From an optimization exercise on the open Yosys and OpenROAD flow, aimed at a short achievable clock period and few clock cycles per item; shortcuts taken in it are not production practice. Only simulation tests tie the RTL to the original design; equivalence was not proved.

### run.sh
#!/bin/bash
# synth_recipe.tcl (not shown) runs the flow's synth.tcl, then flattens the netlist and writes it again
# the make line also repeats each setting of config.mk as NAME=value (left out here)
make -C /OpenROAD-flow-scripts/flow DESIGN_CONFIG=/design/flow/config.mk WORK_HOME=/design/flow/orfs CLKGATE_MAP_FILE= SYNTH_SCRIPT=/design/flow/synth_recipe.tcl finish
### config.mk
export PLATFORM = sky130hd
export DESIGN_NAME = Raptor64Div
export DESIGN_NICKNAME = Raptor64Div
export VERILOG_FILES = /design/flow/design.v
export SDC_FILE = /design/flow/constraint.sdc
export NUM_CORES = 4
export LEC_CHECK = 0
export CAP_MARGIN = 20
export CORE_MARGIN = 2
export CORE_UTILIZATION = 25
export PLACE_DENSITY = 0.45
export SETUP_SLACK_MARGIN = 4.0
export SLEW_MARGIN = 20
### constraint.sdc
create_clock -name core_clock -period 8.0 [get_ports {clk}]
set_input_delay 1.6000 -clock core_clock [delete_from_list [all_inputs] [get_ports {clk}]]
set_output_delay 1.6000 -clock core_clock [all_outputs]
set_load 0.01 [all_outputs]
### design.v
module Raptor64Div(rst, clk, ld, sgn, isDivi, a, b, imm, qo, ro, dvByZr, done);
input clk;
input rst;
input ld;
input sgn;
input isDivi;
input [63:0] a;
input [63:0] b;
input [63:0] imm;
output [63:0] qo;
output [63:0] ro;
output done;
output dvByZr;
reg dvByZr;
localparam IDLE = 3'd0;
localparam NORM = 3'd1;
localparam ITER = 3'd2;
localparam DONE = 3'd3;
localparam NEG = 3'd4;
reg [2:0] state;
assign done = state==DONE;
wire [63:0] dsel = isDivi ? imm : b;
wire sa = sgn & a[63];
wire sd = sgn & dsel[63];
wire [63:0] a_neg = -a;
wire [63:0] d_neg = -dsel;
wire [63:0] a_abs = sa ? a_neg : a;
wire [63:0] d_abs = sd ? d_neg : dsel;
wire [63:0] ta = sa ? ~a : a;
wire [63:0] td = sd ? ~dsel : dsel;
wire pa = sa & (&(~ta[63:1] | ta[62:0]));
wire pd = sd & (&(~td[63:1] | td[62:0]));
wire [6:0] lzta, lztd;
Raptor64Div_lzc u_lza(.x(ta), .n(lzta));
Raptor64Div_lzc u_lzd(.x(td), .n(lztd));
wire [6:0] lza = lzta - {6'd0, pa};
wire [6:0] lzd = lztd - {6'd0, pd};
wire lz_gt = lzta > lztd;
wire lz_ge = lzta >= lztd;
wire lz_gt1 = lzta > lztd + 7'd1;
wire dz = dsel == 64'd0;
wire qk = (pa == pd) ? lz_gt : pa ? lz_gt1 : lz_ge;
reg [63:0] A, D;
reg [6:0] lzA, lzD;
reg so;
wire [7:0] nb = {1'b0, lzD} - {1'b0, lzA} + 8'd4;	 
wire [4:0] m = nb / 4;				 
wire [4:0] shd = 16 - m;			 
wire [127:0] ash = {64'd0, A} << (shd * 4);
reg [63:0] r;			 
reg [63:0] qs;		 
reg [63:0] Q, QM;		 
reg [4:0] cnt;
reg lst;				 
wire [67:0] rp = {r, qs[63:60]};
wire [67:0] DD = {4'd0, D};
wire [67:0] M [0:15];
assign M[0] = 68'd0;
assign M[1] = {4'd0, D};
assign M[2] = {M[1][66:0], 1'd0};
reg [67:0] M3;
assign M[3] = M3;
wire [67:0] M3_n = (DD << 1) + (DD << 0);
assign M[4] = {M[1][65:0], 2'd0};
reg [67:0] M5;
assign M[5] = M5;
wire [67:0] M5_n = (DD << 2) + (DD << 0);
assign M[6] = {M[3][66:0], 1'd0};
reg [67:0] M7;
assign M[7] = M7;
wire [67:0] M7_n = (DD << 3) - (DD << 0);
assign M[8] = {M[1][64:0], 3'd0};
reg [67:0] M9;
assign M[9] = M9;
wire [67:0] M9_n = (DD << 3) + (DD << 0);
assign M[10] = {M[5][66:0], 1'd0};
reg [67:0] M11;
assign M[11] = M11;
wire [67:0] M11_s0 = (DD << 3) ^ (DD << 1) ^ (DD << 0);
wire [67:0] M11_c0x = ((DD << 3) & (DD << 1)) | ((DD << 3) & (DD << 0)) | ((DD << 1) & (DD << 0));
wire [67:0] M11_c0 = {M11_c0x[66:0], 1'b0};
wire [67:0] M11_n = M11_s0 + M11_c0;
assign M[12] = {M[3][65:0], 2'd0};
reg [67:0] M13;
assign M[13] = M13;
wire [67:0] M13_s0 = (DD << 3) ^ (DD << 2) ^ (DD << 0);
wire [67:0] M13_c0x = ((DD << 3) & (DD << 2)) | ((DD << 3) & (DD << 0)) | ((DD << 2) & (DD << 0));
wire [67:0] M13_c0 = {M13_c0x[66:0], 1'b0};
wire [67:0] M13_n = M13_s0 + M13_c0;
assign M[14] = {M[7][66:0], 1'd0};
reg [67:0] M15;
assign M[15] = M15;
wire [67:0] M15_n = (DD << 4) - (DD << 0);
wire [15:0] ge;
wire [63:0] cand [0:15];
assign ge[0] = 1'b1;
assign cand[0] = rp[63:0];
genvar j;
generate
for (j = 1; j < 16; j = j + 1) begin : g_cmp
	wire [68:0] df = {1'b0, rp} - {1'b0, M[j]};
	Raptor64Div_ge u_ge(.x(rp), .y(M[j]), .ge(ge[j]));
	assign cand[j] = df[63:0];
end
endgenerate
wire [15:0] sel;
generate
for (j = 0; j < 15; j = j + 1) begin : g_sel
	assign sel[j] = ge[j] & ~ge[j+1];
end
endgenerate
assign sel[15] = ge[15];
wire [63:0] ao [0:16];
wire [3:0] dgo [0:16];
assign ao[0] = 64'd0;
assign dgo[0] = 4'd0;
generate
for (j = 0; j < 16; j = j + 1) begin : g_ao
	assign ao[j+1] = ao[j] | ({64{sel[j]}} & cand[j]);
	assign dgo[j+1] = dgo[j] | ({4{sel[j]}} & j);
end
endgenerate
wire [63:0] rn = ao[16];
wire [3:0] dg = dgo[16];
wire [63:0] Qn = {Q[59:0], dg};
wire [63:0] QMn = dg != 4'd0 ? {Q[59:0], dg - 4'd1} : {QM[59:0], {4{1'b1}}};
always @(posedge clk)
if (rst)
	state <= IDLE;
else
	case (state)
	IDLE: if (ld) state <= (dz | qk) ? DONE : NORM;
	NORM: state <= ITER;
	ITER: if (lst) state <= so ? NEG : DONE;
	DONE: state <= IDLE;
	default: state <= DONE;
	endcase
always @(posedge clk)
begin
case (state)
IDLE, DONE:
	begin
		A <= a_abs;
		D <= d_abs;
		lzA <= lza;
		lzD <= lzd;
		so <= sa ^ sd;
		dvByZr <= dz;
		Q <= {{63{dz & ~sa}}, dz};
		r <= sd ? a_neg : a;
	end
NORM:
	begin
		r <= ash[127:64];
		qs <= ash[63:0];
		Q <= 64'd0;
		QM <= {64{1'b1}};
		cnt <= m;
		lst <= m == 1;
	end
NEG:
	r <= -r;
default:	 
	begin
		r <= rn;
		qs <= {qs[59:0], 4'd0};
		Q <= lst ? (so ? ~QMn : Qn) : Qn;
		QM <= QMn;
		cnt <= cnt - 1'd1;
		lst <= cnt == 2;
	end
endcase
	M3 <= M3_n;
	M5 <= M5_n;
	M7 <= M7_n;
	M9 <= M9_n;
	M11 <= M11_n;
	M13 <= M13_n;
	M15 <= M15_n;
end
assign qo = Q;
assign ro = r;
endmodule
module Raptor64Div_lzc(input [63:0] x, output [6:0] n);
wire [15:0] v1;
wire [31:0] c1;
genvar i;
generate
for (i = 0; i < 16; i = i + 1) begin : g_n
	wire [3:0] w = x[4*i+3:4*i];
	assign v1[i] = |w;
	assign c1[2*i+1:2*i] = w[3] ? 2'd0 : w[2] ? 2'd1 : w[1] ? 2'd2 : 2'd3;
end
endgenerate
wire [7:0] v2;
wire [23:0] c2;
generate
for (i = 0; i < 8; i = i + 1) begin : g_2
	assign v2[i] = v1[2*i+1] | v1[2*i];
	assign c2[3*i+2:3*i] = v1[2*i+1] ? {1'b0, c1[4*i+3:4*i+2]} : {1'b1, c1[4*i+1:4*i]};
end
endgenerate
wire [3:0] v3;
wire [15:0] c3;
generate
for (i = 0; i < 4; i = i + 1) begin : g_3
	assign v3[i] = v2[2*i+1] | v2[2*i];
	assign c3[4*i+3:4*i] = v2[2*i+1] ? {1'b0, c2[6*i+5:6*i+3]} : {1'b1, c2[6*i+2:6*i]};
end
endgenerate
wire [1:0] v4;
wire [9:0] c4;
generate
for (i = 0; i < 2; i = i + 1) begin : g_4
	assign v4[i] = v3[2*i+1] | v3[2*i];
	assign c4[5*i+4:5*i] = v3[2*i+1] ? {1'b0, c3[8*i+7:8*i+4]} : {1'b1, c3[8*i+3:8*i]};
end
endgenerate
assign n = v4[1] ? {2'b00, c4[9:5]} : v4[0] ? {2'b01, c4[4:0]} : 7'd64;
endmodule
module Raptor64Div_ge(input [67:0] x, input [67:0] y, output ge);
wire [127:0] g0, p0;
assign g0[0] = x[0] | ~y[0];
assign p0[0] = 1'b0;
assign g0[67:1] = x[67:1] & ~y[67:1];
assign p0[67:1] = x[67:1] | ~y[67:1];
assign g0[127:68] = 60'd0;
assign p0[127:68] = {60{1'b1}};
wire [63:0] g1, p1;
genvar i1;
generate
for (i1 = 0; i1 < 64; i1 = i1 + 1) begin : t1
	assign g1[i1] = g0[2*i1+1] | p0[2*i1+1] & g0[2*i1];
	assign p1[i1] = p0[2*i1+1] & p0[2*i1];
end
endgenerate
wire [31:0] g2, p2;
genvar i2;
generate
for (i2 = 0; i2 < 32; i2 = i2 + 1) begin : t2
	assign g2[i2] = g1[2*i2+1] | p1[2*i2+1] & g1[2*i2];
	assign p2[i2] = p1[2*i2+1] & p1[2*i2];
end
endgenerate
wire [15:0] g3, p3;
genvar i3;
generate
for (i3 = 0; i3 < 16; i3 = i3 + 1) begin : t3
	assign g3[i3] = g2[2*i3+1] | p2[2*i3+1] & g2[2*i3];
	assign p3[i3] = p2[2*i3+1] & p2[2*i3];
end
endgenerate
wire [7:0] g4, p4;
genvar i4;
generate
for (i4 = 0; i4 < 8; i4 = i4 + 1) begin : t4
	assign g4[i4] = g3[2*i4+1] | p3[2*i4+1] & g3[2*i4];
	assign p4[i4] = p3[2*i4+1] & p3[2*i4];
end
endgenerate
wire [3:0] g5, p5;
genvar i5;
generate
for (i5 = 0; i5 < 4; i5 = i5 + 1) begin : t5
	assign g5[i5] = g4[2*i5+1] | p4[2*i5+1] & g4[2*i5];
	assign p5[i5] = p4[2*i5+1] & p4[2*i5];
end
endgenerate
wire [1:0] g6, p6;
genvar i6;
generate
for (i6 = 0; i6 < 2; i6 = i6 + 1) begin : t6
	assign g6[i6] = g5[2*i6+1] | p5[2*i6+1] & g5[2*i6];
	assign p6[i6] = p5[2*i6+1] & p5[2*i6];
end
endgenerate
wire [0:0] g7, p7;
genvar i7;
generate
for (i7 = 0; i7 < 1; i7 = i7 + 1) begin : t7
	assign g7[i7] = g6[2*i7+1] | p6[2*i7+1] & g6[2*i7];
	assign p7[i7] = p6[2*i7+1] & p6[2*i7];
end
endgenerate
assign ge = g7[0];
endmodule
==> results of run 1 <==
[worst max-delay path by stage]
| stage | end | cells past startpoint | slack, ns | from |
|---|---|---|---|---|
| final | Q[37] | 27 | 2.02 | r[44] |
| after global placement | D[63] | 17 | 0.15 | isDivi |
| after CTS | Q[37] | 27 | 2.14 | r[58] |
| after floorplan | state[1] | 25 | 2.43 | isDivi |
| after global routing | Q[37] | 28 | 2.03 | r[59] |
| after detailed placement | state[1] | 25 | 0.55 | isDivi |
[worst max-delay path, cell delays in order (launching register included)]
cell and delay, ns:
dfxtp_4 0.38, clkinvlp_4 0.14, buf_4 0.22, ha_1 0.26, nor4_4 0.37, nand4_1 0.16, buf_6 0.19, or3_4 0.43
or4_4 0.45, a31oi_4 0.16, buf_6 0.18, nor4_4 0.05, a211o_4 0.42, nor2b_4 0.17, nand2b_4 0.14, or3_4 0.44
nor2_4 0.12, buf_12 0.15, ha_4 0.14, inv_2 0.04, nor4b_4 0.21, buf_6 0.14, buf_12 0.13, buf_12 0.12
buf_12 0.12, nand2_4 0.05, a22oi_2 0.16, o21ai_1 0.08
[state kept, by name, summed over array words and instances, names as in the netlist, 65 cells and up]
name and flops:
M9 66, M7 65, M15 68, M13 67, M11 66
[cells by family after synthesis]
kind of cell / Yosys count
multiplexers: 204
AO/OA/AOI/OAI: 6656
buffers and inverters: 2145
adder cells (fa/ha/maj): 2492
flip-flops: 864
XOR/XNOR: 1484
AND/OR/NAND/NOR: 5405
[per-stage QoR]
| step | util [%] | worst slack [ns] | instances | hold WS, ns | instance area [um2] |
|---|---|---|---|---|---|
| floorplan | - | 2.430 | 19250 | 0.4836 | 148400 |
| global placement | 28.30 | 0.1535 | 27310 | 0.4979 | 164300 |
| detailed placement | 28.33 | 0.5501 | 27310 | 0.5011 | 164400 |
| CTS | 32.40 | 2.137 | 28400 | 0.5191 | 188100 |
| global route | 33.85 | 2.034 | 28770 | 0.5391 | 196500 |
| finish | 33.86 | 2.018 | 28800 | 0.5193 | 196600 |
[synth_stat cells (60+ instances only)]
cell type  number
xor2_1        473
nand3_1       432
or3_1          79
o21ai_0      1221
and2_1        108
inv_1        1314
dfxtp_1       526
a2111oi_0      68
ha_1         2339
nor2_1       1371
nor3_1        321
mux2i_1       129
a221oi_1      204
o211ai_1      119
nand2b_1      245
o21a_1        173
and3_1        140
nor2b_1       302
clkbuf_1      677
o2111ai_1      60
buf_4          60
o22ai_1       115
o21bai_1      289
xnor2_1      1011
or2_2          61
a21o_1        751
nor4_1        225
a211oi_1      211
a22oi_1       184
nand2_1      1506
o221ai_1       87
o31ai_1       161
a21oi_1      2066
a31oi_1       254
a21boi_0       78
or4_1          60
nand4_1       353
edfxtp_1      338
fa_1          138
mux2_2         60
[what timing repair did]
action	4_1_cts	5_1_grt
endpoints found under the hold margin	0	0
hold buffers	0	0
setup endpoints to repair	667	519
resized for setup	2501	1133
buffers inserted	810	350
gates cloned	26	16
pin swaps	622	636
[routing by layer]
metal | routed length [um] | part of all wire [%] | up-vias
met3 | 103500 | 10 | 2070
met2 | 417800 | 41 | 9043
met5 | 213 | 0.021 | -
met4 | 76880 | 7.6 | 28
li1 | - | - | 73910
met1 | 409800 | 41 | 84860
[layout make-up]
type | count | area, um2
fill | 61650 | 384000
tap | 7755 | 9703
multi-input combinational | 16250 | 132400
inverter | 1325 | 5418
clock inverter | 76 | 872.1
antenna | 36 | 90.09
sequential | 864 | 20860
clock buffer | 174 | 3857
timing repair buffer | 2325 | 23340
==> run summary, run 1 <==
H-tree lvl count=4; via-per-instance ratio=5.900; count of flip-flops with a built-in enable after synthesis=338; worst hold path stage count=2; routing usage on met3=8.085%; Adder-Cell Fraction of Synth Area=22.13%; register bit total from synthesis=~860; number of core rows=280; post-synthesis instance total=19250; Routed WL per cell=35.01 um; multiplexer share of the synthesized area=1.585%; commonest cells after routing, fill and taps aside=ha_1 (2185), a21oi_1 (1811), nand2_1 (1341); fraction of synthesized cell area in xor and xnor cells=approximately 8.9%; Ports=327; Setup Crit Path Kind=reg -> reg; wire length of the first global-routing pass=1337000 um; pin count of the biggest net entering global routing=112; hold path startpoint=qs[53]; final slew viol count=0; sum of overflow across all layers after global routing=0; Tot GR Track Use=32.30%; cell area after synthesis=~150000 um2; vias in the first global route=162200; maximum buffer depth of the clock tree=4; Post-layout nets=23580; main combinational cell family by area after synthesis=compound AO/OA/AOI/OAI gates; number of cells traversed by the worst register-to-register path=27; proportion of layout cells with a drive suffix above 1=22.69%; Final TNS setup=0 ns; number of violations reported at the end of detailed-routing iteration 0=20070; final clock period utilization by the worst path=74.78%; Critical Path Start Type=flip-flop; final-report setup violation count=0; outcome=no timing/DRC/antenna violations; slack of the worst reg-to-reg path=2.02 ns; Final Hold Fails=0; share of synthesized cell area in and, or, nand and nor gates=18.03%; number of distinct standard cells referenced by the synthesized netlist=96; DPL Wire Length=808500 um; number of buffer cells added on primary ports=326; register area share after synthesis=~14%; Die H=766.6 um; Die Wd=about 770 um; FF-to-FF End=Q[37]; worst hold path endpoint=qs[57]; commonest non-fill, non-tap cell in the layout=ha_1; min Tclk post-route=between 5 and 6 ns; Rel. slew slack=8.778%; full die area=587700 um2; class of the worst hold path=reg -> reg; routability congestion estimate=1.054; clock latency of the later-clocked register in the worst-skew pair=about 0.98 ns; initial antenna violation count=76; TritonCTS clock tree=built; layout overhead on the synthesized area=35.18%; largest cells by area after synthesis=ha_1 (20%), dfxtp_1 (7.2%), a21oi_1 (7.1%); Fmax achieved=approximately 170 MHz; startpoint of the worst register-to-register path=r[44]; antenna violation net count after detailed routing=0; final routed DRC violation total=0; Critical Path End Type=flip-flop; total of warnings raised by yosys=1; unrepaired setup endpoints after global routing=true; starting density of the core=approximately 25%; GRT Max-Usage Layer=met2; average footprint of a synthesized cell=7.554 um2; CTS Buf Count=141; total number of clock tree sinks=roughly 860; Main synth FF type=dfxtp_1; number of vias after detailed routing=approximately 170k; post-synth top area share=a little over 20%; Slew @ Worst Pin=1.330 ns; data required time of the worst path=8.61 ns; Placeable Area=580500 um2; met1 usage in global routing=about two fifths; clock skew=0.1003 ns; compound-gate portion of the synthesized area=29.35%; crit path DAT=6.60 ns; number of max-cap violations=0; Synth async-reset ratio=0%; first-pass iteration count of the detailed router=8; total length of routed wires=1008000 um; post-CTS clock slew at the launch and capture registers of the worst setup and hold paths=~0.06 ns; met2 layer usage reported by global route=48.92%; total nets after synthesis=21920; highest net fanout along the worst path=7; clock root buffer=clkbuf_16; Yosys top cell by area=ha_1
Testbench counts, summed over its fixed seeds: cycles 14,287, items 2,400.
==> run 2: changes to the inputs <==
--- a/design.v
+++ b/design.v
@@ -45,8 +45,81 @@
 reg so;
 wire [7:0] nb = {1'b0, lzD} - {1'b0, lzA} + 8'd4;	 
-wire [4:0] m = nb / 4;				 
-wire [4:0] shd = 16 - m;			 
-wire [127:0] ash = {64'd0, A} << (shd * 4);
+reg [4:0] m;				 
+reg [6:0] shamt;			 
+always @*
+	case (nb)
+	8'd0: begin m = 5'd1; shamt = 7'd60; end
+	8'd1: begin m = 5'd1; shamt = 7'd60; end
+	8'd2: begin m = 5'd1; shamt = 7'd60; end
+	8'd3: begin m = 5'd1; shamt = 7'd60; end
+	8'd4: begin m = 5'd1; shamt = 7'd60; end
+	8'd5: begin m = 5'd1; shamt = 7'd60; end
+	8'd6: begin m = 5'd1; shamt = 7'd60; end
+	8'd7: begin m = 5'd1; shamt = 7'd60; end
+	8'd8: begin m = 5'd2; shamt = 7'd56; end
+	8'd9: begin m = 5'd2; shamt = 7'd56; end
+	8'd10: begin m = 5'd2; shamt = 7'd56; end
+	8'd11: begin m = 5'd2; shamt = 7'd56; end
+	8'd12: begin m = 5'd3; shamt = 7'd52; end
+	8'd13: begin m = 5'd3; shamt = 7'd52; end
+	8'd14: begin m = 5'd3; shamt = 7'd52; end
+	8'd15: begin m = 5'd3; shamt = 7'd52; end
+	8'd16: begin m = 5'd4; shamt = 7'd48; end
+	8'd17: begin m = 5'd4; shamt = 7'd48; end
+	8'd18: begin m = 5'd4; shamt = 7'd48; end
+	8'd19: begin m = 5'd4; shamt = 7'd48; end
+	8'd20: begin m = 5'd5; shamt = 7'd44; end
+	8'd21: begin m = 5'd5; shamt = 7'd44; end
+	8'd22: begin m = 5'd5; shamt = 7'd44; end
+	8'd23: begin m = 5'd5; shamt = 7'd44; end
+	8'd24: begin m = 5'd6; shamt = 7'd40; end
+	8'd25: begin m = 5'd6; shamt = 7'd40; end
+	8'd26: begin m = 5'd6; shamt = 7'd40; end
+	8'd27: begin m = 5'd6; shamt = 7'd40; end
+	8'd28: begin m = 5'd7; shamt = 7'd36; end
+	8'd29: begin m = 5'd7; shamt = 7'd36; end
+	8'd30: begin m = 5'd7; shamt = 7'd36; end
+	8'd31: begin m = 5'd7; shamt = 7'd36; end
+	8'd32: begin m = 5'd8; shamt = 7'd32; end
+	8'd33: begin m = 5'd8; shamt = 7'd32; end
+	8'd34: begin m = 5'd8; shamt = 7'd32; end
+	8'd35: begin m = 5'd8; shamt = 7'd32; end
+	8'd36: begin m = 5'd9; shamt = 7'd28; end
+	8'd37: begin m = 5'd9; shamt = 7'd28; end
+	8'd38: begin m = 5'd9; shamt = 7'd28; end
+	8'd39: begin m = 5'd9; shamt = 7'd28; end
+	8'd40: begin m = 5'd10; shamt = 7'd24; end
+	8'd41: begin m = 5'd10; shamt = 7'd24; end
+	8'd42: begin m = 5'd10; shamt = 7'd24; end
+	8'd43: begin m = 5'd10; shamt = 7'd24; end
+	8'd44: begin m = 5'd11; shamt = 7'd20; end
+	8'd45: begin m = 5'd11; shamt = 7'd20; end
+	8'd46: begin m = 5'd11; shamt = 7'd20; end
+	8'd47: begin m = 5'd11; shamt = 7'd20; end
+	8'd48: begin m = 5'd12; shamt = 7'd16; end
+	8'd49: begin m = 5'd12; shamt = 7'd16; end
+	8'd50: begin m = 5'd12; shamt = 7'd16; end
+	8'd51: begin m = 5'd12; shamt = 7'd16; end
+	8'd52: begin m = 5'd13; shamt = 7'd12; end
+	8'd53: begin m = 5'd13; shamt = 7'd12; end
+	8'd54: begin m = 5'd13; shamt = 7'd12; end
+	8'd55: begin m = 5'd13; shamt = 7'd12; end
+	8'd56: begin m = 5'd14; shamt = 7'd8; end
+	8'd57: begin m = 5'd14; shamt = 7'd8; end
+	8'd58: begin m = 5'd14; shamt = 7'd8; end
+	8'd59: begin m = 5'd14; shamt = 7'd8; end
+	8'd60: begin m = 5'd15; shamt = 7'd4; end
+	8'd61: begin m = 5'd15; shamt = 7'd4; end
+	8'd62: begin m = 5'd15; shamt = 7'd4; end
+	8'd63: begin m = 5'd15; shamt = 7'd4; end
+	8'd64: begin m = 5'd16; shamt = 7'd0; end
+	8'd65: begin m = 5'd16; shamt = 7'd0; end
+	8'd66: begin m = 5'd16; shamt = 7'd0; end
+	8'd67: begin m = 5'd16; shamt = 7'd0; end
+	default: begin m = 5'd16; shamt = 7'd0; end
+	endcase
+wire [127:0] ash = {64'd0, A} << shamt;
 reg [63:0] r;			 
+reg [63:0] rc1;			 
 reg [63:0] qs;		 
 reg [63:0] Q, QM;		 
@@ -54,4 +127,7 @@
 reg lst;				 
 wire [67:0] rp = {r, qs[63:60]};
+wire [67:0] rpc [0:1];
+assign rpc[0] = rp;
+assign rpc[1] = {rc1 ^ {64{1'b1}}, qs[63:60]};
 wire [67:0] DD = {4'd0, D};
 wire [67:0] M [0:15];
@@ -99,6 +175,6 @@
 generate
 for (j = 1; j < 16; j = j + 1) begin : g_cmp
-	wire [68:0] df = {1'b0, rp} - {1'b0, M[j]};
-	Raptor64Div_ge u_ge(.x(rp), .y(M[j]), .ge(ge[j]));
+	wire [68:0] df = {1'b0, rpc[j % 2]} - {1'b0, M[j]};
+	Raptor64Div_ge u_ge(.x(rpc[j % 2]), .y(M[j]), .ge(ge[j]));
 	assign cand[j] = df[63:0];
 end
@@ -149,8 +225,10 @@
 		Q <= {{63{dz & ~sa}}, dz};
 		r <= sd ? a_neg : a;
+		rc1 <= (sd ? a_neg : a) ^ {64{1'b1}};
 	end
 NORM:
 	begin
 		r <= ash[127:64];
+		rc1 <= (ash[127:64]) ^ {64{1'b1}};
 		qs <= ash[63:0];
 		Q <= 64'd0;
@@ -160,8 +238,12 @@
 	end
 NEG:
-	r <= -r;
+	begin
+		r <= -r;
+		rc1 <= (-r) ^ {64{1'b1}};
+	end
 default:	 
 	begin
 		r <= rn;
+		rc1 <= (rn) ^ {64{1'b1}};
 		qs <= {qs[59:0], 4'd0};
 		Q <= lst ? (so ? ~QMn : Qn) : Qn;
--- a/config.mk
+++ b/config.mk
@@ -6,8 +6,8 @@
 export NUM_CORES = 4
 export LEC_CHECK = 0
-export CAP_MARGIN = 20
+export CAP_MARGIN = 30
 export CORE_MARGIN = 2
 export CORE_UTILIZATION = 25
 export PLACE_DENSITY = 0.45
 export SETUP_SLACK_MARGIN = 4.0
-export SLEW_MARGIN = 20
+export SLEW_MARGIN = 40
==> run 2 against run 1 <==
  * Die area rose by 2.4%
  * First-iteration DRC count rose by 18%
  * Register-to-register slack improved by 0.15 ns
  * Flip-flop and latch count rose by 64
  * Hold slack worse by 0.020 ns
  * Area after synthesis increased by 2.4%
  * Count of clock-buffer cells in the layout up 14
  * Highest routed layer unchanged
  * Cell count is 2.6% higher
  * Largest cell class unchanged
  * Critical path type unchanged
  * Still clean
  * Non-clock buffer count is 227 higher
  * Via count is 4.4% higher
==> run summary, run 2 <==
outcome=no timing/DRC/antenna violations (unchanged); data required time of the worst path=8.60 ns (was 8.61 ns); vias in the first global route=166000 (was 162200); min Tclk post-route=5.834 ns (was 5.982 ns); Ports=327 (unchanged); Placeable Area=593800 um2 (was 580500 um2); register bit total from synthesis=928 (was 864); Setup Crit Path Kind=reg -> reg (unchanged); number of flip-flops under the largest register name=68 (unchanged); number of core rows=283 (was 280); pin count of the biggest net entering global routing=79 (was 112); sum of overflow across all layers after global routing=0 (unchanged); Final Hold Fails=0 (unchanged); unrepaired setup endpoints after global routing=true (unchanged); clock latency of the later-clocked register in the worst-skew pair=0.99 ns (was 0.98 ns); cell with the most instances after synthesis=ha_1 (unchanged); final routed DRC violation total=0 (unchanged); total of warnings raised by yosys=1 (unchanged); highest net fanout along the worst path=8 (was 7); wire length of the first global-routing pass=1419000 um (was 1337000 um); DPL Wire Length=891700 um (was 808500 um); full die area=602000 um2 (was 587700 um2); Cell Area, Placed=168500 um2 (was 164400 um2); Yosys top cell by area=ha_1 (unchanged); Critical Path Start Type=flip-flop (unchanged); Final TNS setup=0 ns (unchanged); number of vias after detailed routing=177400 (was 169900); Routed WL per cell=37.06 um (was 35.01 um); number of violations reported at the end of detailed-routing iteration 0=23750 (was 20070); Slew @ Worst Pin=1.099 ns (was 1.330 ns); maximum buffer depth of the clock tree=4 (unchanged); commonest non-fill, non-tap cell in the layout=ha_1 (unchanged); final-report setup violation count=0 (unchanged); Post-layout nets=24230 (was 23580); average footprint of a synthesized cell=7.573 um2 (was 7.554 um2); fin area=204800 um2 (was 196600 um2); H-tree lvl count=4 (unchanged); final slew viol count=0 (unchanged); Die H=775.9 um (was 766.6 um); final clock period utilization by the worst path=72.93% (was 74.78%); count of filler cells inserted in the layout=62200 (was 61650); initial antenna violation count=123 (was 76); Tot GR Track Use=34.17% (was 32.30%); Critical Path End Type=flip-flop (unchanged); cell area after synthesis=149000 um2 (was 145400 um2); largest registers ranked by flip-flop count=M15 (68), M13 (67) (unchanged); TritonCTS clock tree=built (unchanged); clock root buffer=clkbuf_16 (unchanged); count of flip-flops with a built-in enable after synthesis=338 (unchanged); routability congestion estimate=1.081 (was 1.054); post-synth top area share=19.67% (was 20.13%); Biggest register=M15 (unchanged); starting density of the core=25.09% (was 25.05%); total number of clock tree sinks=928 (was 864); Synth async-reset ratio=0% (unchanged); post-CTS clock slew at the launch and capture registers of the worst setup and hold paths=0.07 ns (was 0.06 ns); register area share after synthesis=14.74% (was 14.22%); clock skew=0.1298 ns (was 0.1003 ns); total nets after synthesis=22350 (was 21920); number of buffer cells added on primary ports=326 (unchanged); proportion of layout cells with a drive suffix above 1=24.19% (was 22.69%); commonest cells after routing, fill and taps aside=ha_1 (2192), a21oi_1 (1696), buf_4 (1467) (was ha_1 (2185), a21oi_1 (1811), nand2_1 (1341)); antenna violation net count after detailed routing=0 (unchanged); layout overhead on the synthesized area=37.51% (was 35.18%); Fmax achieved=171.4 MHz (was 167.2 MHz); CTS Buf Count=147 (was 141); Die Wd=775.9 um (was 766.6 um); crit path DAT=6.43 ns (was 6.60 ns); number of max-cap violations=0 (unchanged); via-per-instance ratio=6.004 (was 5.900); total length of routed wires=1095000 um (was 1008000 um); Main synth FF type=dfxtp_1 (unchanged); most frequent cells after synthesis=ha_1 (2342), a21oi_1 (2011), nand2_1 (1565) (was ha_1 (2339), a21oi_1 (2066), nand2_1 (1506)); number of distinct standard cells referenced by the synthesized netlist=113 (was 96); post-synthesis instance total=19670 (was 19250); largest cells by area after synthesis=ha_1 (20%), dfxtp_1 (7.9%), edfxtp_1 (6.8%) (was ha_1 (20%), dfxtp_1 (7.2%), a21oi_1 (7.1%)); class of the worst hold path=reg -> reg (unchanged); Rel. slew slack=26.49% (was 8.778%); worst hold-check slack=0.4996 ns (was 0.5193 ns); first-pass iteration count of the detailed router=9 (was 8)
-- run 2: cell count changes after synthesis, sizes merged, moves of 41 or more --
cell / before / now
a21oi: 2066 / 2013
a22oi: 184 / 225
dfxtp: 526 / 590
inv: 1316 / 1412
mux2i: 129 / 231
nand2: 1506 / 1565
nor3: 322 / 373
-- run 2: cell type report --
| cell class | instances | area, um2 | area share (%) |
|---|---|---|---|
| clock inverters | 74 | 798.3 | 0.3897 |
| repair buffers | 2552 | 25830 | 12.61 |
| clock buffers | 188 | 4035 | 1.970 |
| diodes | 43 | 107.6 | 0.05253 |
| inverters | 1421 | 5739 | 2.802 |
| well taps | 7837 | 9806 | 4.787 |
| flip-flops and latches | 928 | 22190 | 10.83 |
| multi-input cells | 16500 | 136300 | 66.56 |
-- run 2: critical path, stage by stage (launching register included) --
cell and delay (ns):
dfxtp_2 0.37, clkinvlp_4 0.28, ha_2 0.30, or4_1 0.59
nor2_4 0.26, o211a_4 0.34, nand4_1 0.45, a31oi_4 0.63
a311oi_4 0.17, and2_4 0.25, nor4_4 0.19, and4_4 0.36
ha_4 0.14, nor2b_4 0.14, and4_4 0.27, buf_12 0.15
buf_12 0.11, buf_16 0.12, nand2_1 0.07, a22oi_1 0.16
o21ai_1 0.07
-- run 2: cells by family (layout without fill, tap and decap cells) --
logic type / after synthesis / in the layout / share of synthesized area [%]
AND/OR/NAND/NOR: 5571 / 5576 / 18.16
buffers and inverters: 2250 / 4235 / 5.876
XOR/XNOR: 1443 / 1443 / 8.484
AO/OA/AOI/OAI: 6702 / 6703 / 29.16
multiplexers: 289 / 289 / 1.998
flip-flops: 928 / 928 / 14.74
adder cells (fa/ha/maj): 2487 / 2487 / 21.57
other: 0 / 43 / 0
-- run 2: what timing repair did --
item / in CTS / in global routing
pin swaps: 871 / 777
hold buffers: 0 / 0
setup buffers: 902 / 472
setup endpoints to repair: 880 / 660
resized for setup: 2923 / 1111
cloned: 40 / 11
-- run 2: final timing paths --
check,startpoint,to,slack [ns],cells past startpoint
setup reg to reg,r[35],Q[9],2.17,20
hold / removal,qs[26],qs[30],0.50,2
setup / recovery,r[35],Q[9],2.17,20
hold reg to reg,qs[26],qs[30],0.50,2
-- run 2: per-stage QoR --
| step | util [%] | cells | setup WS [ns] |
|---|---|---|---|
| after floorplan | - | 19670 | 2.245 |
| after global placement | 28.21 | 27800 | -0.2041 |
| after detailed placement | 28.38 | 27810 | 0.3667 |
| after CTS | 32.92 | 29020 | 2.386 |
| after global routing | 34.48 | 29500 | 2.314 |
| final | 34.50 | 29540 | 2.166 |
-- run 2: routing by layer --
| layer | up-vias | global-route usage, % | wire length [um] |
|---|---|---|---|
| met3 | 1930 | 11.74 | 139100 |
| li1 | 75830 | - | - |
| met5 | - | 0.01581 | 411 |
| met2 | 10430 | 49.42 | 437200 |
| met1 | 89110 | 45.22 | 449000 |
| met4 | 62 | 16.06 | 69150 |
Testbench counts of run 2, summed over its fixed seeds: cycles 14,287, items 2,400.
==> run 3: changes to the inputs <==
--- a/design.v
+++ b/design.v
@@ -36,11 +36,22 @@
 wire [6:0] lza = lzta - {6'd0, pa};
 wire [6:0] lzd = lztd - {6'd0, pd};
-wire lz_gt = lzta > lztd;
-wire lz_ge = lzta >= lztd;
-wire lz_gt1 = lzta > lztd + 7'd1;
+wire [63:0] ls0 = td;
+wire [63:0] ls1 = ls0 | {1'd0, ls0[63:1]};
+wire [63:0] ls2 = ls1 | {2'd0, ls1[63:2]};
+wire [63:0] ls3 = ls2 | {4'd0, ls2[63:4]};
+wire [63:0] ls4 = ls3 | {8'd0, ls3[63:8]};
+wire [63:0] ls5 = ls4 | {16'd0, ls4[63:16]};
+wire [63:0] ls6 = ls5 | {32'd0, ls5[63:32]};
+wire [63:0] ls = ls6;
+wire lz_ge = ~|(ta & ~ls);						 
+wire lz_gt = ls[0] & ~|(ta & ~{1'b0, ls[63:1]});	 
+wire lz_gt1 = ls[1] & ~|(ta & ~{2'b0, ls[63:2]});	 
 wire dz = dsel == 64'd0;
 wire qk = (pa == pd) ? lz_gt : pa ? lz_gt1 : lz_ge;
 reg [63:0] A, D;
-reg [6:0] lzA, lzD;
+reg [6:0] lzTA, lzTD;
+reg pA, pD;
+wire [6:0] lzA = lzTA - {6'd0, pA};
+wire [6:0] lzD = lzTD - {6'd0, pD};
 reg so;
 wire [7:0] nb = {1'b0, lzD} - {1'b0, lzA} + 8'd4;	 
@@ -200,5 +211,14 @@
 wire [3:0] dg = dgo[16];
 wire [63:0] Qn = {Q[59:0], dg};
-wire [63:0] QMn = dg != 4'd0 ? {Q[59:0], dg - 4'd1} : {QM[59:0], {4{1'b1}}};
+wire [3:0] dgmo [0:16];
+assign dgmo[0] = 4'd0;
+assign dgmo[1] = 4'd0;
+generate
+for (j = 1; j < 16; j = j + 1) begin : g_dgm
+	assign dgmo[j+1] = dgmo[j] | ({4{sel[j]}} & (j - 1));
+end
+endgenerate
+wire [3:0] dgm1 = dgmo[16];	 
+wire [63:0] QMn = sel[0] ? {QM[59:0], {4{1'b1}}} : {Q[59:0], dgm1};
 always @(posedge clk)
 if (rst)
@@ -206,5 +226,5 @@
 else
 	case (state)
-	IDLE: if (ld) state <= (dz | qk) ? DONE : NORM;
+	IDLE: if (ld) state <= dz ? DONE : qk ? (sd ? NEG : DONE) : NORM;
 	NORM: state <= ITER;
 	ITER: if (lst) state <= so ? NEG : DONE;
@@ -219,11 +239,14 @@
 		A <= a_abs;
 		D <= d_abs;
-		lzA <= lza;
-		lzD <= lzd;
+		lzTA <= lzta;
+		lzTD <= lztd;
+		pA <= pa;
+		pD <= pd;
 		so <= sa ^ sd;
 		dvByZr <= dz;
 		Q <= {{63{dz & ~sa}}, dz};
-		r <= sd ? a_neg : a;
-		rc1 <= (sd ? a_neg : a) ^ {64{1'b1}};
+		QM <= {64{1'b1}};
+		r <= a;
+		rc1 <= (a) ^ {64{1'b1}};
 	end
 NORM:
@@ -241,4 +264,5 @@
 		r <= -r;
 		rc1 <= (-r) ^ {64{1'b1}};
+		Q <= ~QM;
 	end
 default:	 
@@ -247,5 +271,5 @@
 		rc1 <= (rn) ^ {64{1'b1}};
 		qs <= {qs[59:0], 4'd0};
-		Q <= lst ? (so ? ~QMn : Qn) : Qn;
+		Q <= Qn;
 		QM <= QMn;
 		cnt <= cnt - 1'd1;
==> run 3 against run 2 <==
  * Utilization increased by 0.75 points
  * Synthesized cell count increased by 2.4%
  * Critical path depth increased by 3
  * Cell count increased by 3.7%
  * Highest routed layer unchanged
  * Non-clock buffer count increased by 390
  * Area after synthesis increased by 1.9%
  * Via count increased by 5.7%
  * Still clean on timing, DRC and antenna
  * Largest cell class unchanged
  * Design area increased by 4.2%
==> run summary, run 3 <==
commonest cells after routing, fill and taps aside=ha_1 (2119), a21oi_1 (1792), buf_4 (1776) (was ha_1 (2192), a21oi_1 (1696), buf_4 (1467)); total placed cells including tap cells=28690 (was 27810); full die area=613200 um2 (was 602000 um2); Slew @ Worst Pin=1.140 ns (was 1.099 ns); Routed WL per cell=40.52 um (was 37.06 um); Post-layout nets=25060 (was 24230); Setup Crit Path Kind=reg -> reg (unchanged); sum of overflow across all layers after global routing=0 (unchanged); GRT Max-Usage Layer=met2 (unchanged); proportion of layout cells with a drive suffix above 1=26.21% (was 24.19%); clock skew=0.1040 ns (was 0.1298 ns); Fmax achieved=174.3 MHz (was 171.4 MHz); total nets after synthesis=22810 (was 22350); post-synthesis instance total=20150 (was 19670); TritonCTS clock tree=built (unchanged); register area share after synthesis=14.17% (was 14.74%); Rel. slew slack=23.43% (was 26.49%); routing usage on met3=12.65% (was 11.74%); number of flip-flops under the largest register name=68 (unchanged); Synth async-reset ratio=0% (unchanged); final clock period utilization by the worst path=71.72% (was 72.93%); Die H=783.1 um (was 775.9 um); slack of the worst reg-to-reg path=2.26 ns (was 2.17 ns); startpoint of the worst register-to-register path=pD (was r[35]); Placeable Area=605500 um2 (was 593800 um2); count of filler cells inserted in the layout=63600 (was 62200); clock latency of the later-clocked register in the worst-skew pair=0.97 ns (was 0.99 ns); met2 layer usage reported by global route=54.61% (was 49.42%); register bit total from synthesis=934 (was 928); Final Hold Fails=0 (unchanged); Biggest register=M15 (unchanged); number of violations reported at the end of detailed-routing iteration 0=27020 (was 23750); ordered list of cells on the worst path=ha_4, ha_4, inv_1, ha_4, nand2_1, fa_2, nand2b_4, a21oi_4, buf_12, xnor2_4, a21o_1, and4_4, buf_6, mux2i_4, or3_4, a211oi_4, buf_6, or3_4, a221oi_2, nand3_1, or4b_1, nand3b_1, o32a_1 (was clkinvlp_4, ha_2, or4_1, nor2_4, o211a_4, nand4_1, a31oi_4, a311oi_4, and2_4, nor4_4, and4_4, ha_4, nor2b_4, and4_4, buf_12, buf_12, buf_16, nand2_1, a22oi_1, o21ai_1); total of warnings raised by yosys=1 (unchanged); H-tree lvl count=4 (unchanged); CTS Buf Count=147 (unchanged); Yosys top cell by area=ha_1 (unchanged); area of combinational cells with multiple inputs=140500 um2 (was 136300 um2); largest cells by area after synthesis=ha_1 (19%), dfxtp_1 (8.6%), a21oi_1 (6.9%) (was ha_1 (20%), dfxtp_1 (7.9%), edfxtp_1 (6.8%)); crit path DAT=6.50 ns (was 6.43 ns); Critical Path Start Type=flip-flop (unchanged); number of vias after detailed routing=187600 (was 177400); cell area after synthesis=151700 um2 (was 149000 um2); number of max-cap violations=0 (unchanged); FF+latch area=21770 um2 (was 22190 um2); post-CTS clock slew at the launch and capture registers of the worst setup and hold paths=0.06 ns (was 0.07 ns); Critical Path Source=pD (was r[35]); Most Frequent Cell on Critical Path=ha_4; met1 usage in global routing=50.20% (was 45.22%); final routed DRC violation total=0 (unchanged); most frequent cells after synthesis=ha_1 (2324), a21oi_1 (2090), nand2_1 (1618) (was ha_1 (2342), a21oi_1 (2011), nand2_1 (1565)); Critical Path End Type=flip-flop (unchanged); final slew viol count=0 (unchanged); hold path startpoint=Q[21] (was qs[26]); antenna violation net count after detailed routing=0 (unchanged); via-per-instance ratio=6.121 (was 6.004); Main synth FF type=dfxtp_1 (unchanged); average footprint of a synthesized cell=7.532 um2 (was 7.573 um2); Tot GR Track Use=38.07% (was 34.17%); final-report setup violation count=0 (unchanged); number of distinct standard cells referenced by the synthesized netlist=121 (was 113); first-pass iteration count of the detailed router=10 (was 9); number of buffer cells added on primary ports=326 (unchanged); DPL Wire Length=1009000 um (was 891700 um); Max stage delay cell, worst path=or4b_1 (was a31oi_4); highest net fanout along the worst path=5 (was 8); hold_buf cts=0 (unchanged); unrepaired setup endpoints after global routing=true (unchanged); data required time of the worst path=8.76 ns (was 8.60 ns); outcome=no timing/DRC/antenna violations (unchanged); count of flip-flops with a built-in enable after synthesis=280 (was 338); number of core rows=286 (was 283); initial antenna violation count=155 (was 123); vias in the first global route=174600 (was 166000); worst setup slack before clock tree synthesis=0.6609 ns (was 0.3667 ns); post-synth top area share=19.16% (was 19.67%); pin count of the biggest net entering global routing=86 (was 79); total length of routed wires=1242000 um (was 1095000 um); layout overhead on the synthesized area=40.64% (was 37.51%); Die Wd=783.1 um (was 775.9 um); commonest non-fill, non-tap cell in the layout=ha_1 (unchanged); maximum buffer depth of the clock tree=4 (unchanged); min Tclk post-route=5.737 ns (was 5.834 ns); number of cells in the finished layout apart from fillers=30640 (was 29540); class of the worst hold path=reg -> reg (unchanged); Worst Slack Setup Final=2.263 ns (was 2.166 ns); total number of clock tree sinks=934 (was 928); cell with the most instances after synthesis=ha_1 (unchanged); Ports=327 (unchanged); highest cell delay on the worst timing path=0.53 ns (was 0.63 ns); wire length of the first global-routing pass=1590000 um (was 1419000 um); starting density of the core=25.06% (was 25.09%); clock root buffer=clkbuf_16 (unchanged); routability congestion estimate=1.078 (was 1.081); largest registers ranked by flip-flop count=M15 (68), M13 (67) (unchanged)
## run 3: changes by cell type after synthesis, sizes merged, moves of 67 or more
cell | before | now
a21o | 790 | 706
nor3 | 373 | 440
o21ai | 1272 | 1190
a21boi | 57 | 132
a21oi | 2013 | 2090
## run 3: stage by stage
| stage | area [um2] | utilization (%) | hold WS, ns | setup TNS (ns) |
|---|---|---|---|---|
| 2_1_floorplan | 154000 | - | 0.4755 | 0 |
| 3_3_place_gp | 171200 | 28.28 | 0.4980 | -72.59 |
| 3_5_place_dp | 172500 | 28.49 | 0.4939 | 0 |
| 4_1_cts | 203800 | 33.66 | 0.5020 | 0 |
| 5_1_grt | 213300 | 35.23 | 0.5364 | 0 |
| 6_report | 213400 | 35.25 | 0.5065 | 0 |
## run 3: cells by family (layout without fill, tap and decap cells)
| family | after synthesis | count (layout) | share of synthesized area (%) |
|---|---|---|---|
| other cells | 0 | 61 | 0 |
| buf+inv | 2269 | 4636 | 5.911 |
| simple gates | 5992 | 5996 | 19.66 |
| compound gates | 6784 | 6784 | 29.18 |
| fa+ha+maj | 2469 | 2469 | 21.03 |
| xor+xnor | 1450 | 1450 | 8.369 |
| mux | 248 | 248 | 1.680 |
| flops | 934 | 934 | 14.17 |
## run 3: layout make-up
class,instances,share of cell area (%)
antenna,61,0.07153
clock buffer,199,1.950
clock inverter,64,0.5036
inverter,1429,2.735
multi-input combinational,16950,65.82
sequential,934,10.20
tap,8064,4.728
timing repair buffer,2942,13.99
timing repair inverter,2,0.008208
## run 3: final timing paths
check           to  cells after the start
max reg2reg  r[53]                     23
max          r[53]                     23
min reg2reg  Q[25]                      2
min          Q[25]                      2
## run 3: what timing repair did
action,CTS,global route
pin swaps,804,718
endpoints found under the setup margin,709,594
gates resized for setup,3380,1172
cloned,51,13
buffers inserted,1145,412
## run 3: worst max-delay path: cells and delay by family, from the launching register on
family / cells / cell delay (ns)
adders and majority gates: 4 / 1.14
buffers and inverters: 4 / 0.53
AOI/OAI and AO/OA: 5 / 0.97
muxes: 1 / 0.23
xor gates and xnor gates: 1 / 0.17
DFF: 1 / 0.41
and+or+nand+nor: 8 / 2.07
## run 3: metal layers
metal  up-vias  wire, um
li1      78560         -
met1     94700    504400
met2     11870    493500
met3      2370    154900
met4        58     88310
met5         -       384
Testbench counts of run 3, summed over its fixed seeds: cycles 14,496, items 2,400.
==> run 4: changes to the inputs <==
--- a/config.mk
+++ b/config.mk
@@ -8,6 +8,6 @@
 export CAP_MARGIN = 30
 export CORE_MARGIN = 2
-export CORE_UTILIZATION = 25
-export PLACE_DENSITY = 0.45
+export CORE_UTILIZATION = 32
+export PLACE_DENSITY = 0.55
 export SETUP_SLACK_MARGIN = 4.0
 export SLEW_MARGIN = 40
==> run 4 against run 3 <==
  * Still clean on timing, DRC and antenna
  * Utilization is 9.4 points higher
  * Maximum frequency is 1.3% lower
  * Non-clock buffer count up 51
  * Register-to-register slack got worse by 0.07 ns
  * Critical path type unchanged
  * Highest routed layer unchanged
==> run summary, run 4 <==
outcome=no timing/DRC/antenna violations (unchanged); Post-layout nets=25110 (was 25060); count of flip-flops with a built-in enable after synthesis=280 (unchanged); final routed DRC violation total=0 (unchanged); sum of overflow across all layers after global routing=0 (unchanged); initial antenna violation count=135 (was 155); hold_buf cts=0 (unchanged); TritonCTS clock tree=built (unchanged); final-report setup violation count=0 (unchanged); vias in the first global route=176200 (was 174600); number of flip-flops under the largest register name=68 (unchanged); total length of routed wires=1217000 um (was 1242000 um); H-tree lvl count=4 (unchanged); Yosys top cell by area=ha_1 (unchanged); number of vias after detailed routing=192200 (was 187600); post-CTS clock slew at the launch and capture registers of the worst setup and hold paths=0.06 ns (about the same); Routed WL per cell=42.17 um (was 40.52 um); register area share after synthesis=14.17% (unchanged); number of max-cap violations=0 (unchanged); Fmax achieved=172.1 MHz (was 174.3 MHz); clock skew=0.1095 ns (was 0.1040 ns); starting density of the core=32.17% (was 25.06%); first-pass iteration count of the detailed router=10 (unchanged); Slew @ Worst Pin=1.077 ns (was 1.140 ns); maximum buffer depth of the clock tree=4 (unchanged); DPL Wire Length=973300 um (was 1009000 um); Main synth FF type=dfxtp_1 (unchanged); class of the worst hold path=reg -> reg (unchanged); worst setup slack before clock tree synthesis=0.2728 ns (was 0.6609 ns); Final Hold Fails=0 (unchanged); number of distinct standard cells referenced by the synthesized netlist=121 (unchanged); most frequent cells after synthesis=ha_1 (2324), a21oi_1 (2090), nand2_1 (1618) (unchanged); register bit total from synthesis=934 (unchanged); antenna violation net count after detailed routing=0 (unchanged); Die Wd=692.6 um (was 783.1 um); Biggest register=M15 (unchanged); routability congestion estimate=1.129 (was 1.078); total nets after synthesis=22810 (unchanged); min Tclk post-route=5.810 ns (was 5.737 ns); clock root buffer=clkbuf_16 (unchanged); Die H=692.6 um (was 783.1 um); post-synth top area share=19.16% (unchanged); crit path DAT=6.59 ns (was 6.50 ns); Final TNS setup=0 ns (unchanged); Synth async-reset ratio=0% (unchanged); total number of clock tree sinks=934 (unchanged); Cell Area, Placed=170000 um2 (was 172500 um2); cell with the most instances after synthesis=ha_1 (unchanged); final slew viol count=0 (unchanged); average footprint of a synthesized cell=7.532 um2 (unchanged); pin count of the biggest net entering global routing=91 (was 86); number of violations reported at the end of detailed-routing iteration 0=28350 (was 27020); Critical Path End Type=flip-flop (unchanged); Setup Crit Path Kind=reg -> reg (unchanged); clock latency of the later-clocked register in the worst-skew pair=0.97 ns (about the same); cell area after synthesis=151700 um2 (unchanged); Worst Slack Setup Final=2.190 ns (was 2.263 ns); fin area=210400 um2 (was 213400 um2); via-per-instance ratio=6.662 (was 6.121); proportion of layout cells with a drive suffix above 1=26.21% (about the same); layout overhead on the synthesized area=38.66% (was 40.64%); final clock period utilization by the worst path=72.62% (was 71.72%); number of buffer cells added on primary ports=326 (unchanged); number of core rows=252 (was 286); total of warnings raised by yosys=1 (unchanged); Tot GR Track Use=47.48% (was 38.07%); post-synthesis instance total=20150 (unchanged); commonest cells after routing, fill and taps aside=ha_1 (2123), buf_4 (1789), a21oi_1 (1786) (was ha_1 (2119), a21oi_1 (1792), buf_4 (1776)); full die area=479700 um2 (was 613200 um2); Ports=327 (unchanged); largest cells by area after synthesis=ha_1 (19%), dfxtp_1 (8.6%), a21oi_1 (6.9%) (unchanged); data required time of the worst path=8.78 ns (was 8.76 ns); unrepaired setup endpoints after global routing=true (unchanged); wire length of the first global-routing pass=1559000 um (was 1590000 um); Rel. slew slack=27.69% (was 23.43%); Placeable Area=471700 um2 (was 605500 um2); Critical Path Start Type=flip-flop (unchanged); CTS Buf Count=142 (was 147); commonest non-fill, non-tap cell in the layout=ha_1 (unchanged); largest registers ranked by flip-flop count=M15 (68), M13 (67) (unchanged); highest net fanout along the worst path=13 (was 5)
==> run 4: metrics by stage <==
stage | util (%) | hold slack, ns | std cells
after floorplan | - | 0.4755 | 20150
after global placement | 35.85 | 0.4991 | 26840
after detailed placement | 36.04 | 0.4997 | 26860
after CTS | 42.68 | 0.5094 | 28380
after global routing | 44.57 | 0.5411 | 28800
final | 44.61 | 0.5163 | 28850
==> run 4: path summary, 6_finish.rpt <==
check               start    end  slack (ns)  cells past startpoint
hold reg to reg     Q[10]  Q[14]        0.52                      2
hold / removal      Q[10]  Q[14]        0.52                      2
setup / recovery  lzTD[0]  r[53]        2.19                     21
setup reg to reg  lzTD[0]  r[53]        2.19                     21
==> run 4: cell families after synthesis <==
logic type	count (synthesis)	share of synthesized area, %
adder cells (fa/ha/maj)	2469	21.03
multiplexers	248	1.680
XOR/XNOR	1450	8.369
flip-flops	934	14.17
AO/OA/AOI/OAI	6784	29.18
buffers and inverters	2269	5.911
AND/OR/NAND/NOR	5992	19.66
==> run 4: routing by layer <==
metal | up-vias | share of wire (%) | GRT usage (%)
met5 | - | 0.15 | 1.120
met4 | 78 | 7.7 | 27.24
met3 | 3286 | 16 | 24.34
met2 | 14500 | 37 | 63.20
met1 | 95700 | 39 | 60.29
li1 | 78670 | - | -
==> run 4: area by class of cell <==
type | count | area [um2]
Clock buffer | 187 | 4008
Clock inverter | 66 | 765.7
Sequential cell | 934 | 21840
Timing Repair Buffer | 2993 | 29920
Multi-Input combinational cell | 16950 | 140000
Tap cell | 6223 | 7786
Antenna cell | 72 | 180.2
Inverter | 1429 | 5866
Timing Repair inverter | 1 | 16.27
Fill cell | 46980 | 261300
==> run 4: worst max-delay path: stages (launching register included) <==
cell      delay, ns
edfxtp_1       0.37
inv_2          0.08
ha_4           0.16
nand2_4        0.07
nor2_4         0.15
xor2_4         0.36
ha_4           0.27
ha_4           0.16
a311o_1        0.34
a221o_2        0.47
nor2_1         0.40
nor2_4         0.14
nand2_8        0.19
or3_4          0.34
a211oi_4       0.11
buf_6          0.20
or3_4          0.34
a221oi_2       0.18
nand3_1        0.16
or4b_4         0.56
nand3b_1       0.21
o32a_1         0.31
==> run 4: what timing repair did <==
action	4_1_cts	5_1_grt
setup buffers	1214	393
endpoints found under the setup margin	865	671
pin swaps	895	707
cloned	48	8
resized for setup	3452	1142

==> afterwards: timing with drivers on the ports <==
The flow's constraints put no driver on any port. The routed layouts listed below were extracted and timed again, unchanged, in two steps.
Step 1: set_driving_cell puts a clkbuf_16 on clk and a buf_2 on each other input, an assumption about the parent block.
Step 2, shift: input delay + t, output delay - t, t = (earliest + latest rising clock arrival at the registers) / 2. This alone moves slack from input paths to output paths.
Slacks: no drivers / after step 1 / after step 2; pairs: no drivers / after step 1.
| run | t, ns | slack for setup (ns) | worst data-port slew with drivers (ns) |
|---|---|---|---|
| run 1 | 1.055 | 2.018 / 2.018 / 1.609 | 0.18 |
| run 2 | 1.053 | 2.166 / 2.166 / 1.572 | 0.24 |
| run 3 | 1.062 | 2.263 / 2.263 / 2.176 | 0.23 |
| run 4 | 1.057 | 2.190 / 2.190 / 1.994 | 0.20 |
After both steps setup and hold are still met in every run listed. For run 2, which loses most, drivers alone change the setup slack by 0.000 ns; drivers and shift together by -0.594 ns.
